This is an optimization exercise on Yosys and OpenROAD, whose aim is small area and a short achievable clock period, not a production implementation.
Only simulation tests tie the RTL to the original design; equivalence was not proved.
No activity file was given, so power comes from the tool's default toggle rates.

[design.v]
module lightpipe_recv(
    input mclk,
    input rst,
    input adat,
    output reg wclk,
    output reg [23:0] word0,
    output reg [23:0] word1,
    output reg [23:0] word2,
    output reg [23:0] word3,
    output reg [23:0] word4,
    output reg [23:0] word5,
    output reg [23:0] word6,
    output reg [23:0] word7,
    output reg [3:0] user
);
reg reset_d, reset_dd;
reg in_d, in_dd, in_ddd, in_dddd;
reg [5:0] accum;
reg dbit;
wire transition = in_dddd ^ in_ddd;
wire strobe = accum[1] & accum[0];
always @(posedge mclk) begin
    reset_d <= ~rst;
    reset_dd <= reset_d;
end
always @(posedge mclk)
    if (reset_dd) {in_d, in_dd, in_ddd, in_dddd} <= 4'b0;
    else {in_d, in_dd, in_ddd, in_dddd} <= {adat, in_d, in_dd, in_ddd};
always @(posedge mclk)
    if (reset_dd || transition) accum <= 6'd0;
    else accum <= accum + 6'd1;
always @(posedge mclk)
    if (reset_dd) dbit <= 1'b0;
    else if (transition) dbit <= 1'b1;
    else if (accum == 6'd4) dbit <= 1'b0;
reg [7:0] framebit;
reg nloss_d;
reg [29:1] sr;
wire stb_next = ~reset_dd & ~transition & accum[1] & ~accum[0];
wire loss_s = accum[5];
wire resync = strobe & ~loss_s & ~nloss_d;
wire [23:0] oword = {sr[29:26], sr[24:21], sr[19:16], sr[14:11], sr[9:6], sr[4:1]};
always @(posedge mclk)
    if (!rst) nloss_d <= 1'b1;
    else if (strobe) nloss_d <= ~loss_s;
always @(posedge mclk)
    if (!rst) framebit <= 8'd0;
    else if (resync) framebit <= 8'd252;
    else if (strobe) framebit <= framebit + 8'd1;
reg at0, at128;
reg [7:0] ldw;
wire ld_next = rst & stb_next & (loss_s | nloss_d);
always @(posedge mclk) begin
    at0 <= stb_next & (~rst | (framebit == 8'd0));
    at128 <= rst & stb_next & (framebit == 8'd128);
    ldw[0] <= ld_next & (framebit == 8'd30);
    ldw[1] <= ld_next & (framebit == 8'd60);
    ldw[2] <= ld_next & (framebit == 8'd90);
    ldw[3] <= ld_next & (framebit == 8'd120);
    ldw[4] <= ld_next & (framebit == 8'd150);
    ldw[5] <= ld_next & (framebit == 8'd180);
    ldw[6] <= ld_next & (framebit == 8'd210);
    ldw[7] <= ld_next & (framebit == 8'd240);
end
wire ls = strobe & rst;
wire hs = ~strobe & rst;
wire [29:1] sr_d;
ao22 #(29) u_sr (.a({29{ls}}), .b({dbit, sr[29:2]}), .c({29{hs}}), .d(sr), .y(sr_d));
always @(posedge mclk) sr <= sr_d;
wire lu = at0 & rst;
wire hu = ~at0 & rst;
wire [3:0] user_d;
ao22 #(4) u_user (.a({4{lu}}), .b(sr[29:26]), .c({4{hu}}), .d(user), .y(user_d));
always @(posedge mclk) user <= user_d;
always @(posedge mclk)
    if (!rst) wclk <= 1'b0;
    else if (at0) wclk <= 1'b1;
    else if (at128) wclk <= 1'b0;
wire [7:0] L = ldw & {8{rst}};           
wire [7:0] L1 = ldw | {8{~rst}};         
wire [7:0] H = ~ldw & {8{rst}};          
wire [23:0] o1 = {oword[23:8], oword[7:0] | {8{~rst}}};
wire [23:0] d0, d1, d2, d3, d4, d5, d6, d7;
ao22 #(24) u_w0 (.a({24{L[0]}}), .b(oword), .c({24{H[0]}}), .d(word0), .y(d0));
ao22 #(24) u_w1 (.a({{16{L[1]}}, {8{L1[1]}}}), .b(o1), .c({24{H[1]}}), .d(word1), .y(d1));
ao22 #(24) u_w2 (.a({24{L[2]}}), .b(oword), .c({24{H[2]}}), .d(word2), .y(d2));
ao22 #(24) u_w3 (.a({{16{L[3]}}, {8{L1[3]}}}), .b(o1), .c({24{H[3]}}), .d(word3), .y(d3));
ao22 #(24) u_w4 (.a({24{L[4]}}), .b(oword), .c({24{H[4]}}), .d(word4), .y(d4));
ao22 #(24) u_w5 (.a({{16{L[5]}}, {8{L1[5]}}}), .b(o1), .c({24{H[5]}}), .d(word5), .y(d5));
ao22 #(24) u_w6 (.a({24{L[6]}}), .b(oword), .c({24{H[6]}}), .d(word6), .y(d6));
ao22 #(24) u_w7 (.a({{16{L[7]}}, {8{L1[7]}}}), .b(o1), .c({24{H[7]}}), .d(word7), .y(d7));
always @(posedge mclk) begin
    word0 <= d0; word1 <= d1; word2 <= d2; word3 <= d3;
    word4 <= d4; word5 <= d5; word6 <= d6; word7 <= d7;
end
endmodule
module ao22 #(parameter W = 1) (
    input [W-1:0] a,
    input [W-1:0] b,
    input [W-1:0] c,
    input [W-1:0] d,
    output [W-1:0] y
);
assign y = (a & b) | (c & d);
endmodule
[standard.sh]
#!/bin/bash
# synth_recipe.tcl (not shown) runs the flow's synth.tcl, then flattens the netlist and writes it again
# the make line also repeats each setting of config.mk as NAME=value (left out here)
make -C /OpenROAD-flow-scripts/flow DESIGN_CONFIG=/design/flow/config.mk WORK_HOME=/design/flow/orfs CLKGATE_MAP_FILE= SYNTH_SCRIPT=/design/flow/synth_recipe.tcl "${@:-finish}"
[constraint.sdc]
create_clock -name core_clock -period 3.0 [get_ports {mclk}]
set_input_delay 0.6000 -clock core_clock [delete_from_list [all_inputs] [get_ports {mclk}]]
set_output_delay 0.6000 -clock core_clock [all_outputs]
set_load 0.01 [all_outputs]
[config.mk]
export PLATFORM = sky130hd
export DESIGN_NAME = lightpipe_recv
export DESIGN_NICKNAME = lightpipe_recv
export VERILOG_FILES = /design/flow/design.v
export SDC_FILE = /design/flow/constraint.sdc
export NUM_CORES = 4
export LEC_CHECK = 0
export CAP_MARGIN = 20
export CORE_MARGIN = 2
export CORE_UTILIZATION = 40
export PLACE_DENSITY = 0.6
export SETUP_SLACK_MARGIN = 1.2
export SLEW_MARGIN = 20
export SYNTH_HIERARCHICAL = 1
[flow/run.sh]
#!/bin/bash
# Standard synthesis and layout, with the ports buffered by the smallest buffer
# and a shallower clock tree of fewer, larger clusters without dummy loads.
set -euo pipefail
export BUFFER_PORTS_ARGS="-buffer_cell sky130_fd_sc_hd__buf_1"
export CTS_ARGS="-sink_clustering_enable -repair_clock_nets -sink_clustering_size 25 -sink_clustering_max_diameter 120 -buf_list {sky130_fd_sc_hd__clkbuf_8 sky130_fd_sc_hd__clkbuf_16} -root_buf sky130_fd_sc_hd__clkbuf_16 -dont_use_dummy_load"
bash standard.sh > make.log 2>&1
==> results.toml, run 1 <==
[floorplan]
ios = 200
die_x_um = 145.5
rows = 51
start_util_pct = 40.91
die_y_um = 145.5
dieArea_um2 = 21180
core_area_um2 = 19590

[synthesis]
synthTopCellsByCount = "dfxtp_1, a22o_1, nor2_1"
synth.most_common_cell = "dfxtp_1"
synth_area_leaders = "dfxtp_1, a22o_1, nand2b_1"
synth-main-ff-cell = "dfxtp_1"
syn_area_um2 = 8014
syn_inst = 619
yosysTopAreaCellShare_pct = 64.45
seq_area_frac_synth_pct = 64.45
synth_cell_type_count = 44
syn_nets = 627
synthArstFlopShare_pct = 0
synth_edf_count = 0
ys_ff_latch = 258
yosys.area.top_type = "dfxtp_1"
ys.warnings.count = 7
avgSynthCellArea_um2 = 12.95

[timing]
finalCriticalPeriod_ns = 1.794
worst_pin_slew_ns = 0.7417
slew_headroom_pct = 50.55
drv_slew = 0
setup_tns_ns = 0
rsz0062_at_grt = "yes"
clock_skew_ns = 0.05705
post-route-period-util_pct = 59.79
finalSetupViolCount = 0
hold_viol_final = 0
fmax_mhz = 557.5

[routing]
detail_route.vias_per_cell = 5.671
finalWirelength_um = 23150
remaining_drc_errors = 0
drt_iter0_markers = 468
dr.pass1.iters = 5
wl_per_cell_um = 20.93
drtAntennaViolNets = 0
vias = 6272

[cts]
cts_made_buffers = 14
path_clk_slew_ns = 0.10
cts_root_buf = "clkbuf_16"
cts_tree = "built"
htreeDepth = 1
clock_latency_ns = 0.48
clockBufferDepth = 3
cts_sinks = 258
cts_setup_buffers = 0

[global_routing]
grt_pass1_vias = 6103
track_usage_pct = 20.63
overflow = 0
grt_max_degree = 26
grt_pass1_wl_um = 35430
antenna_found_initial = 0

[power_and_ir_drop]
ir_drop_v = 0.0002868
p_per_area_nw_per_um2 = 586.5
power_mw = 5.617
leakage_nw = 3.630

[worst_setup_path]
r2r-start = "ldw[1]"
cp-endpoint = "word5[6]"
rr_worst_depth = 3
cp_max_fo = 13
critical_path_required_ns = 3.37
endpoint_kind = "flop"
crit_arrival_ns = 2.16
start_kind = "primary input"
cp_slowest_cell = "or2b_1"
crit_path_max_incr_delay_ns = 0.58
r2r-end = "word1[0]"
crit_chain = "buf_1 > or2b_1 > clkinvlp_4 > a22o_1"
critPathLaunch = "rst"
crit_type = "in -> reg"
worst-r2r-setup-slack_ns = 1.33

[job]
cap_viol_max_count = 0

[placed_design]
dp.cells = 1090
dp_hpwl_um = 15800
numPortBuffers = 199
finalWeightedCongestion = 0.8691

[hold_path]
hp-class = "reg -> reg"

[status]
status = "no timing/DRC/antenna violations"

[cells_and_area]
synthToLayoutAreaGrowth_pct = 19.52
final_nets = 851
stdcell_count = 1106
antennaDiodeCount = 0
drive_above_1_share_pct = 5.945
fin_util_pct = 48.89
[per-stage QoR]
stage               area, um^2  worst slack [ns]  hold slack, ns
finish                    9578             1.206          0.2811
global route              9578             1.153          0.2768
CTS                       9542             1.198          0.2787
detailed placement        9185            0.6567          0.3150
global placement          9185            0.7186          0.3135
floorplan                 8016             1.060          0.3096
[how the worst min path moves through the flow]
stage	start	end	slack, ns	cells after the start
4_1_cts	reset_d	reset_dd	0.28	0
3_5_place_dp	reset_d	reset_dd	0.31	0
2_1_floorplan	reset_d	reset_dd	0.31	0
3_3_place_gp	reset_d	reset_dd	0.31	0
6_report	reset_d	reset_dd	0.28	0
5_1_grt	reset_d	reset_dd	0.28	0
[flip-flops by register name, summed over array words and instances (netlist names), 4 cells and up]
signal	count
sr	29
word0	24
word1	24
word2	24
word3	24
word4	24
word5	24
word6	24
word7	24
framebit	8
ldw	8
accum	6
user	4
[timing repair]
action | in CTS | in global routing
setup endpoints to repair | 26 | 74
cloned | 0 | 2
hold buffers | 0 | 0
pin swaps | 0 | 0
resized for setup | 2 | 6
[where the power goes]
| group | total, mW | switching (mW) | internal (mW) |
|---|---|---|---|
| Combinational | 0.230 | 0.155 | 0.0745 |
| Clock | 1.87 | 1.03 | 0.840 |
| Sequential | 3.51 | 0.0410 | 3.47 |
[final cells by class]
type,count,area (um^2)
repair buffers,215,879.6
fillers,1820,10010
flip-flops and latches,258,5165
multi-input cells,340,2776
well taps,265,331.6
inverters,12,60.06
clock buffers,14,350.3
repair inverters,2,15.01
[placed cells by master (no fill, tap or decap), types with 2 or more instances in the layout]
cell        count
nand2_1         8
nand3_1         6
xor2_1          4
inv_1           8
nand2b_1       13
nor3_1          2
dfxtp_1       258
o2111ai_1       2
ha_1            4
nor2_1         12
a22o_1        225
xnor2_1         3
nor4_1          7
clkbuf_16      14
buf_1         199
nor2_2          5
nor2b_1         4
o21ai_0         3
buf_4          15
or3_1           2
a31oi_1         2
and2_1         10
clkinvlp_4      6
a21oi_1         6
[metal layers]
layer | wire, um | GRT usage (%)
met5 | 0 | 0
met4 | 740 | 7.549
met3 | 1408 | 3.918
met2 | 10620 | 33.18
met1 | 10380 | 27.82
[cells by family after synthesis]
family | count (synthesis) | synth area share (%)
adder cells (fa/ha/maj) | 5 | 0.7806
flip-flops | 258 | 64.45
XOR/XNOR | 8 | 0.9681
multiplexers | 1 | 0.1249
AO/OA/AOI/OAI | 242 | 26.03
AND/OR/NAND/NOR | 84 | 6.433
buffers and inverters | 21 | 1.218
[critical path: cells and delay by family]
family / cells / cell delay [ns]
AO/OA/AOI/OAI: 1 / 0.30
buffers and inverters: 2 / 0.67
AND/OR/NAND/NOR: 1 / 0.58
==> run 2, diff against run 1 <==
--- a/config.mk
+++ b/config.mk
@@ -10,5 +10,4 @@
 export CORE_UTILIZATION = 40
 export PLACE_DENSITY = 0.6
-export SETUP_SLACK_MARGIN = 1.2
 export SLEW_MARGIN = 20
 export SYNTH_HIERARCHICAL = 1
==> run 2 against run 1 <==
Compared with the run above: still clean; utilization decreased by 0.32 points; flip-flop and latch count unchanged; critical path depth unchanged; sequential share of layout area increased by 0.35 points; highest routed layer unchanged.
==> results.toml, run 2 <==
[routing]
detail_route.vias_per_cell = 5.545
finalWirelength_um = 21970
wl_per_cell_um = 19.92
drtAntennaViolNets = 0
drt_iter0_markers = 414
vias = 6116
remaining_drc_errors = 0
dr.pass1.iters = 5

[cts]
cts_root_buf = "clkbuf_16"
path_clk_slew_ns = 0.10
clockBufferDepth = 3
htreeDepth = 1
cts_hold_buf = 0
cts_sinks = 258
cts_setup_buffers = 0
cts_made_buffers = 14
cts_tree = "built"
cts_resized = 0
clock_latency_ns = 0.48

[synthesis]
syn_nets = 627
synth.most_common_cell = "dfxtp_1"
synthArstFlopShare_pct = 0
ys.warnings.count = 7
synthTopCellsByCount = "dfxtp_1, a22o_1, nor2_1"
yosysTopAreaCellShare_pct = 64.45
synth-main-ff-cell = "dfxtp_1"
synth_area_leaders = "dfxtp_1, a22o_1, nand2b_1"
ys_ff_latch = 258
synth_edf_count = 0
yosys.area.top_type = "dfxtp_1"
avgSynthCellArea_um2 = 12.95
syn_area_um2 = 8014
synth_cell_type_count = 44
syn_inst = 619
seq_area_frac_synth_pct = 64.45

[timing]
setup_ws_ns = 1.040
post-route-period-util_pct = 65.34
drv_slew = 0
rsz0062_at_grt = "no"
finalCriticalPeriod_ns = 1.960
hold_viol_final = 0
clock_skew_ns = 0.04894
finalSetupViolCount = 0
fmax_mhz = 510.1
worst_pin_slew_ns = 0.7408
setup_tns_ns = 0
slew_headroom_pct = 50.61

[floorplan]
rows = 51
start_util_pct = 40.91
die_y_um = 145.5
core_area_um2 = 19590
ios = 200
die_x_um = 145.5
dieArea_um2 = 21180

[worst_setup_path]
rr_worst_depth = 4
cp_slowest_cell = "ha_1"
cp.depth = 4
critical_path_required_ns = 3.41
endpoint_kind = "flop"
cp_max_fo = 14
start_kind = "flop"
crit_chain = "ha_1 > nand3_1 > or4_1 > a31oi_1"
crit_buf_inv = 0
crit_arrival_ns = 2.37
crit_type = "reg -> reg"
crit_path_max_incr_delay_ns = 0.54
cp_top_family = "simple AND/OR/NAND/NOR gates"

[cells_and_area]
drive_above_1_share_pct = 5.012
regMostFlops = "sr"
final_nets = 848
antennaDiodeCount = 0
synthToLayoutAreaGrowth_pct = 18.74
fin_area_um2 = 9515
layout_common_cells = "dfxtp_1, a22o_1, buf_1, buf_4, clkbuf_16"
largest_reg_flops = 29
final_common_cell = "dfxtp_1"

[placed_design]
finalWeightedCongestion = 0.8056
preCtsSetupSlack_ns = 0.7931
place_area_um2 = 9165
numPortBuffers = 199
dp_hpwl_um = 15460

[power_and_ir_drop]
netSwitchingFraction_pct = 21.63
p_per_area_nw_per_um2 = 587.9
clock_power_share_pct = 33.4
switchingPower_mw = 1.210
comb_power_share_pct = 3.9
seq_power_share_pct = 62.8
p_int_mw = 4.384
leakage_nw = 3.644
ir_drop_v = 0.0003149

[hold_path]
hold_path_depth = 0
hp-class = "reg -> reg"

[global_routing]
grt_max_degree = 30
grt_pass1_wl_um = 33850
grt_pass1_vias = 5755
overflow = 0
track_usage_pct = 19.62
antenna_found_initial = 0

[status]
status = "no timing/DRC/antenna violations"

[job]
cap_viol_max_count = 0
run 2: cell counts after synthesis:
No cell type changed its count.
run 2: power by group through the flow:
stage	logic, mW	registers, mW	clock network, mW
after detailed placement	0.218	3.59	0
final	0.216	3.51	1.87
after global placement	0.212	3.59	0
after global routing	0.235	3.52	2.03
after CTS	0.219	3.51	1.91
after floorplan	0.110	3.60	0
run 2: metrics by stage:
step                      power (mW)  hold slack [ns]  utilization (%)  std cells
after floorplan                3.708           0.3096                -        619
after global placement         3.799           0.3123            46.78       1089
after detailed placement       3.806           0.3234            46.78       1089
after CTS                      5.636           0.3470            48.57       1103
after global routing           5.778           0.3530            48.57       1103
final                          5.594           0.3472            48.57       1103
run 2: cell families after synthesis:
family,count (synthesis),share of synthesized area (%)
DFF,258,64.45
AOI/OAI and AO/OA,242,26.03
buffers and inverters,21,1.218
adders and majority gates,5,0.7806
muxes,1,0.1249
and+or+nand+nor,84,6.433
xor gates and xnor gates,8,0.9681
run 2: path summary, 6_finish.rpt:
kind | start | endpoint | slack (ns)
worst max-delay path | accum[0] | framebit[7] | 1.04
worst min-delay path | reset_d | reset_dd | 0.35
worst max register to register | accum[0] | framebit[7] | 1.04
worst min register to register | reset_d | reset_dd | 0.35
run 2: routing by layer:
layer	vias to the layer above	global-route usage, %	routed length, um
met1	3030	26.29	9606
met5	-	0	0
met3	39	3.103	1281
met4	0	5.392	525
met2	214	33.08	10550
li1	2833	-	-
run 2: area by class of cell:
| cell class | count | area (um^2) |
|---|---|---|
| inverters | 12 | 45.04 |
| fillers | 1833 | 10070 |
| repair buffers | 214 | 859.6 |
| well taps | 265 | 331.6 |
| clock buffers | 14 | 350.3 |
| multi-input cells | 340 | 2764 |
| flip-flops and latches | 258 | 5165 |
run 2: worst reg2reg max path: stages (launching register included):
cell     delay, ns
dfxtp_1       0.44
ha_1          0.54
nand3_1       0.25
or4_1         0.51
a31oi_1       0.16

static timing again, ports no longer ideal:
How much do the figures lean on ideal ports? The routed layouts below were timed once more, with nothing changed but the port constraints. Step 1, drivers: a clkbuf_16 drives mclk and a buf_2 each remaining input, both assumed. Step 2 also shifts input and output timing later by t, the mid clock arrival at the registers, as if the neighbouring blocks saw the same clock. Slacks: ideal ports / drivers / drivers and shift; pairs: ideal ports / drivers.
run	shift t [ns]	slack for setup (ns)	worst setup path after step 2	worst register clock-pin slew, ns	cell pins on the clock port's net
run 1	0.493	1.206 / 1.210 / 0.717	input to register	0.10 / 0.10	1
run 2	0.494	1.040 / 1.040 / 0.763	input to register	0.10 / 0.10	1
After both steps every run listed still meets setup and hold. The setup slack of run 1, which loses most, moves by +0.004 ns with the drivers and by -0.489 ns with both steps.
